Source: an optimization exercise on an open RTL-to-GDS flow (aim: small area and a short achievable clock period). Production flows keep margins and buffers that such runs may drop. The RTL was checked by simulation tests, not by an equivalence proof against the original design.

==> flow/design.v <==
`timescale 1ns / 1ps
module processing_element (
    input  wire clk,
    input  wire rst_n,
    input  wire en,
    input  wire load_weight,
    input  wire signed [7:0]  ifmap_in,
    input  wire signed [23:0] psum_in,
    input  wire signed [7:0]  weight_in,
    output reg  signed [7:0]  ifmap_out,
    output reg  signed [23:0] psum_out,
    output reg  signed [7:0]  weight_out
);
    reg signed [7:0] internal_weight;
    wire [8:0] booth_y = {ifmap_in, 1'b0};
    wire signed [15:0] M       = {{8{internal_weight[7]}}, internal_weight};
    wire signed [15:0] neg_M   = -M;
    wire signed [15:0] M_2     = M << 1;
    wire signed [15:0] neg_M_2 = neg_M << 1;
    reg signed [15:0] pp [0:3];
    integer i;
    always @(*) begin
        for (i = 0; i < 4; i = i + 1) begin
            case (booth_y[2*i +: 3])
                3'b000, 3'b111: pp[i] = 16'd0;
                3'b001, 3'b010: pp[i] = M << (2*i);
                3'b011:         pp[i] = M_2 << (2*i);
                3'b100:         pp[i] = neg_M_2 << (2*i);
                3'b101, 3'b110: pp[i] = neg_M << (2*i);
                default:        pp[i] = 16'd0;
            endcase
        end
    end
    wire signed [15:0] product;
    assign product = pp[0] + pp[1] + pp[2] + pp[3];
    always @(posedge clk or negedge rst_n) begin
        if (!rst_n) begin
            internal_weight <= 8'd0;
            weight_out      <= 8'd0;
            ifmap_out       <= 8'd0;
            psum_out        <= 24'd0;
        end else if (en) begin
            ifmap_out <= ifmap_in;
            if (load_weight) begin
                internal_weight <= weight_in;
                weight_out      <= weight_in;
                psum_out        <= psum_in;  
            end else begin
                psum_out <= psum_in + {{8{product[15]}}, product};
            end
        end
    end
endmodule
module systolic_array_4x4 (
    input  wire        clk,
    input  wire        rst_n,
    input  wire        en,
    input  wire        load_weight,
    input  wire signed [7:0]  ifmap_in_0,
    input  wire signed [7:0]  ifmap_in_1,
    input  wire signed [7:0]  ifmap_in_2,
    input  wire signed [7:0]  ifmap_in_3,
    input  wire [127:0]       weight_in,
    output wire signed [23:0] psum_out_0,
    output wire signed [23:0] psum_out_1,
    output wire signed [23:0] psum_out_2,
    output wire signed [23:0] psum_out_3
);
    wire signed [7:0]  ifmap_wires [0:3][0:4]; 
    wire signed [23:0] psum_wires  [0:4][0:3];
    assign ifmap_wires[0][0] = ifmap_in_0;
    assign ifmap_wires[1][0] = ifmap_in_1;
    assign ifmap_wires[2][0] = ifmap_in_2;
    assign ifmap_wires[3][0] = ifmap_in_3;
    assign psum_wires[0][0] = 24'd0;
    assign psum_wires[0][1] = 24'd0;
    assign psum_wires[0][2] = 24'd0;
    assign psum_wires[0][3] = 24'd0;
    assign psum_out_0 = psum_wires[4][0];
    assign psum_out_1 = psum_wires[4][1];
    assign psum_out_2 = psum_wires[4][2];
    assign psum_out_3 = psum_wires[4][3];
    genvar r, c;
    generate
        for (r = 0; r < 4; r = r + 1) begin : ROW
            for (c = 0; c < 4; c = c + 1) begin : COL
                processing_element pe (
                    .clk         (clk),
                    .rst_n       (rst_n),
                    .en          (en),
                    .load_weight (load_weight),
                    .weight_in   (weight_in[(r*4+c)*8 +: 8]),
                    .ifmap_in    (ifmap_wires[r][c]),    
                    .psum_in     (psum_wires[r][c]),     
                    .ifmap_out   (ifmap_wires[r][c+1]),  
                    .psum_out    (psum_wires[r+1][c])    
                );
            end
        end
    endgenerate
endmodule
==> flow/run.sh <==
#!/bin/bash
# synth_recipe.tcl (not shown) runs the flow's synth.tcl, then flattens the netlist and writes it again
# the make line also repeats each setting of config.mk as NAME=value (left out here)
make -C /OpenROAD-flow-scripts/flow DESIGN_CONFIG=/design/flow/config.mk WORK_HOME=/design/flow/orfs CLKGATE_MAP_FILE= SYNTH_SCRIPT=/design/flow/synth_recipe.tcl finish
==> flow/config.mk <==
export PLATFORM = sky130hd
export DESIGN_NAME = systolic_array_4x4
export DESIGN_NICKNAME = systolic_array_4x4
export VERILOG_FILES = /design/flow/design.v
export SDC_FILE = /design/flow/constraint.sdc
export NUM_CORES = 4
export LEC_CHECK = 0
export CAP_MARGIN = 20
export CORE_MARGIN = 2
export CORE_UTILIZATION = 40
export SLEW_MARGIN = 20
==> flow/constraint.sdc <==
create_clock -name core_clock -period 7.5 [get_ports {clk}]
set_input_delay 1.5000 -clock core_clock [delete_from_list [all_inputs] [get_ports {clk}]]
set_output_delay 1.5000 -clock core_clock [all_outputs]
set_load 0.01 [all_outputs]
==> impl_results.md <==
* Result of the run: finished clean
* Most frequent standard cell in the layout excluding fill and tap cells: nand2_1
* Number of global-route vias before repair at 71400
* Post-synth cell types at slightly below 90
* Total Die Area at 191000 um^2
* Global-route wire length before repair at 415000 um
* GRT Residual Overflow at 0
* Startpoint of the most critical register-to-register path: ROW[3].COL[2].pe.internal_weight[1]
* Max clock buf depth at 3
* Number of flops mapped to enable cells by yosys at 0
* Area share of the largest cell type after synthesis at 19.2%
* Number of violations of the max-capacitance limit at 0
* Fin Clk Skew at around 0.025 ns
* Cell accounting for the most synthesized area: dfrtp_1
* Setup WS pre-CTS at -1.02 ns
* Max H-tree Level at 3
* Average routed wire per standard cell at roughly 21 um
* Total DRC errors in the routed layout at 0
* Critical path data required time at 8.14 ns
* All-layer global routing usage at between 20% and 30%
* Hold Crit Start: ROW[3].COL[1].pe.psum_out[8]
* Final critical delay including setup and external delays at roughly 7.2 ns
* Count of antenna-violating nets left after detailed routing at 0
* Core region area at about 190000 um^2
* Final Hold Viols at 0
* Via count normalized by instance count at 5.78
* Detailed-routing iteration count for the pre-antenna-repair pass at 6
* Number of rows created at floorplan at about 160
* Vias after detailed routing at around 74000
* Clk Tree Root Cell: clkbuf_16
* Layout cell share with drive strength beyond 1 at a little under a tenth
* Worst hold slack after final layout at slightly below 0.5 ns
* Final max-slew violation count at 0
* Post-Route Setup TNS at 0 ns
* TritonCTS clock tree: done
* Setup-violating endpoint count in the final report at 0
* Ports at 260
* Count of state elements after synthesis at between 500 and 600
* Most frequent cells in the layout: 1164 x nand2_1, 1055 x nor2_1, 974 x a21oi_1, 779 x o21ai_0, 771 x inv_1
* Number of buffers added on ports at 259
* Gate count of the mapped netlist at 10100
* Minimum setup slack in the final design at 0.259 ns
* Sort of element at the start of the critical path: flip-flop
* Half-perimeter wire length after placement at 204000 um
* Overall die width at about 440 um
* Relative slew slack at between 20% and 30%
* DRT iter0 DRCs at 6221
* Data arrival at the endpoint of the critical path at 7.88 ns
* Combined area of all synthesized cells at approximately 75000 um^2
* Most area-consuming cells after synthesis: dfrtp_1 19%, fa_1 9.3%, ha_1 9.1%, a21oi_1 6.6%, nand2_1 5.8%
* Final period utilization at 96.5%
* Critical path startpoint: ROW[3].COL[2].pe.internal_weight[1]
* Sum of routed wire length over all layers at ~270000 um
* Mean instance size in the synthesized netlist at around 7.5 um^2
* Die height at between 400 and 500 um
* Sink count of the clock tree at between 500 and 600
* Area growth from synthesis to final layout at 14.4%
* Yosys warning total at 3
* Hold Path Class: flip-flop to flip-flop
* Longest individual stage delay on the worst path at 0.57 ns
* Worst Setup End Kind: flip-flop
* Number of CTS-inserted buffers at 80
* Initial standard-cell utilization of the core at around 40%
* Worst Max-Slew Pin Slew at roughly 1.2 ns
* Initial antenna violation count at 3
* Synthesized netlist net count at ~11000
* Number of buffers added to fix hold violations after cts at 0
* Latest clock arrival within the worst-skew pair at around 0.74 ns
* Final GP Congestion at between 0.9 and 1
* Async set-reset flop share out of synthesis at 100%
* Category of the most critical setup path: flip-flop to flip-flop
* Biggest fanout along the worst timing path at 9
* Slowest cell on the critical path: or4_4
* Part of the Yosys area used for sequential elements at between 10% and 20%
* Primary FF master, synth: dfrtp_1
* Final cell utilization of the core at between 40% and 50%
* Pin count of the biggest net entering global routing at 195
* NumNets Final at 11300
* Setup repair after global routing missed its margin: true
* Clock transition at the register clock pins on the worst setup and hold paths after CTS at ~0.060 ns
* Achievable clock frequency at between 100 and 150 MHz
-- cell usage after synthesis, drive strengths merged, types with 26 or more instances --
cell       n
nor2    1057
a21o     132
fa       348
and3      26
xor2     263
and2      89
mux2      81
nor3     168
or3       89
o21a      88
a22o      31
o31ai     34
o211ai    63
a31oi    134
dfrtp    576
a211oi    44
o22ai    118
xnor2    498
nand2   1167
inv      780
mux2i     78
a21oi    992
ha       544
nand3     88
a221oi   198
clkbuf   557
o21ai    796
o21bai    40
a22oi    124
clkinv    28
o221ai    43
buf      105
nor2b    179
nand2b   126
or2       33
-- final cells by class --
type | count | area, um^2
antenna | 1 | 2.50
clock buffer | 103 | 2230
clock inverter | 46 | 678
fill | 18700 | 101000
inverter | 808 | 3040
multi-input combinational | 8013 | 55600
sequential | 576 | 14400
tap | 2495 | 3120
timing repair buffer | 798 | 6780
-- final timing paths --
kind / depth (start not counted) / endpoint / slack (ns)
worst max-delay path: 31 / ROW[3].COL[2].pe.psum_out[23] / 0.26
worst min-delay path: 1 / ROW[3].COL[1].pe.psum_out[8] / 0.49
worst max register to register: 31 / ROW[3].COL[2].pe.psum_out[23] / 0.26
worst min register to register: 1 / ROW[3].COL[1].pe.psum_out[8] / 0.49
max in group asynchronous: 2 / ROW[0].COL[0].pe.ifmap_out[3] / 5.35
min in group asynchronous: 1 / ROW[3].COL[3].pe.internal_weight[3] / 0.77
-- flip-flops by register name, indices dropped and copies added, names as in the netlist --
register                    flops
ROW.COL.pe.ifmap_out           96
ROW.COL.pe.internal_weight    128
ROW.COL.pe.psum_out           352
-- through the flow --
stage	cell area [um^2]	std cells
2_1_floorplan	75100	10100
3_3_place_gp	82400	12700
3_5_place_dp	82400	12700
4_1_cts	85300	12800
5_1_grt	85900	12800
6_report	85900	12800
-- kinds of logic after synthesis --
group / after synthesis / share of synthesized area, %
buffers and inverters: 1470 / 7.39
AO/OA/AOI/OAI: 3099 / 25.6
XOR/XNOR: 768 / 9.08
multiplexers: 159 / 2.25
adder cells (fa/ha/maj): 892 / 18.3
flip-flops: 576 / 19.2
AND/OR/NAND/NOR: 3095 / 18.2
-- repair_timing --
action                     in CTS  in global routing
buffers inserted                3                 16
pin swaps                       4                 36
setup endpoints to repair       5                 37
resized for setup              12                107
-- worst max-delay path: cells and delay by family (launching register included) --
family	cells	cell delay (ns)
compound gates	14	2.59
fa+ha+maj	5	2.02
simple gates	6	1.45
flops	1	0.39
buf+inv	4	0.39
xor+xnor	2	0.33
-- layer usage --
| metal | vias to the layer above | GRT usage (%) | part of all wire (%) |
|---|---|---|---|
| li1 | 35300 | - | - |
| met5 | - | 0 | 0 |
| met3 | 495 | 2.83 | 5.2 |
| met1 | 35900 | 35.6 | 43 |
| met4 | 0 | 12.6 | 5.2 |
| met2 | 2526 | 44.7 | 47 |

## afterwards: timing with drivers on the ports
The flow's constraints put no driver on any port. The routed layout listed below was extracted and timed again, unchanged, in two steps.
Step 1: set_driving_cell puts a clkbuf_16 on clk and a buf_2 on each other input, an assumption about the parent block.
Step 2 adds t to the input delays and takes it off the output delays; t is the mean of the earliest and latest rising clock arrival at the registers after step 1. Input paths then give back, and output paths get back, about the clock's delay inside the block.
a / b / c = ideal / step 1 / step 2; a / b = the first two.
shift t [ns]: 0.812
setup slack, ns: 0.259 / 0.259 / -0.489
worst setup path at the end: input to register
clock arrival spread, ns: 0.034 / 0.033
worst slew at a driven data input, ns: 0.14
With both steps, setup timing fails in this run, where it was met with ideal ports. For this run, drivers alone change the setup slack by 0.000 ns; drivers and shift together by -0.748 ns.
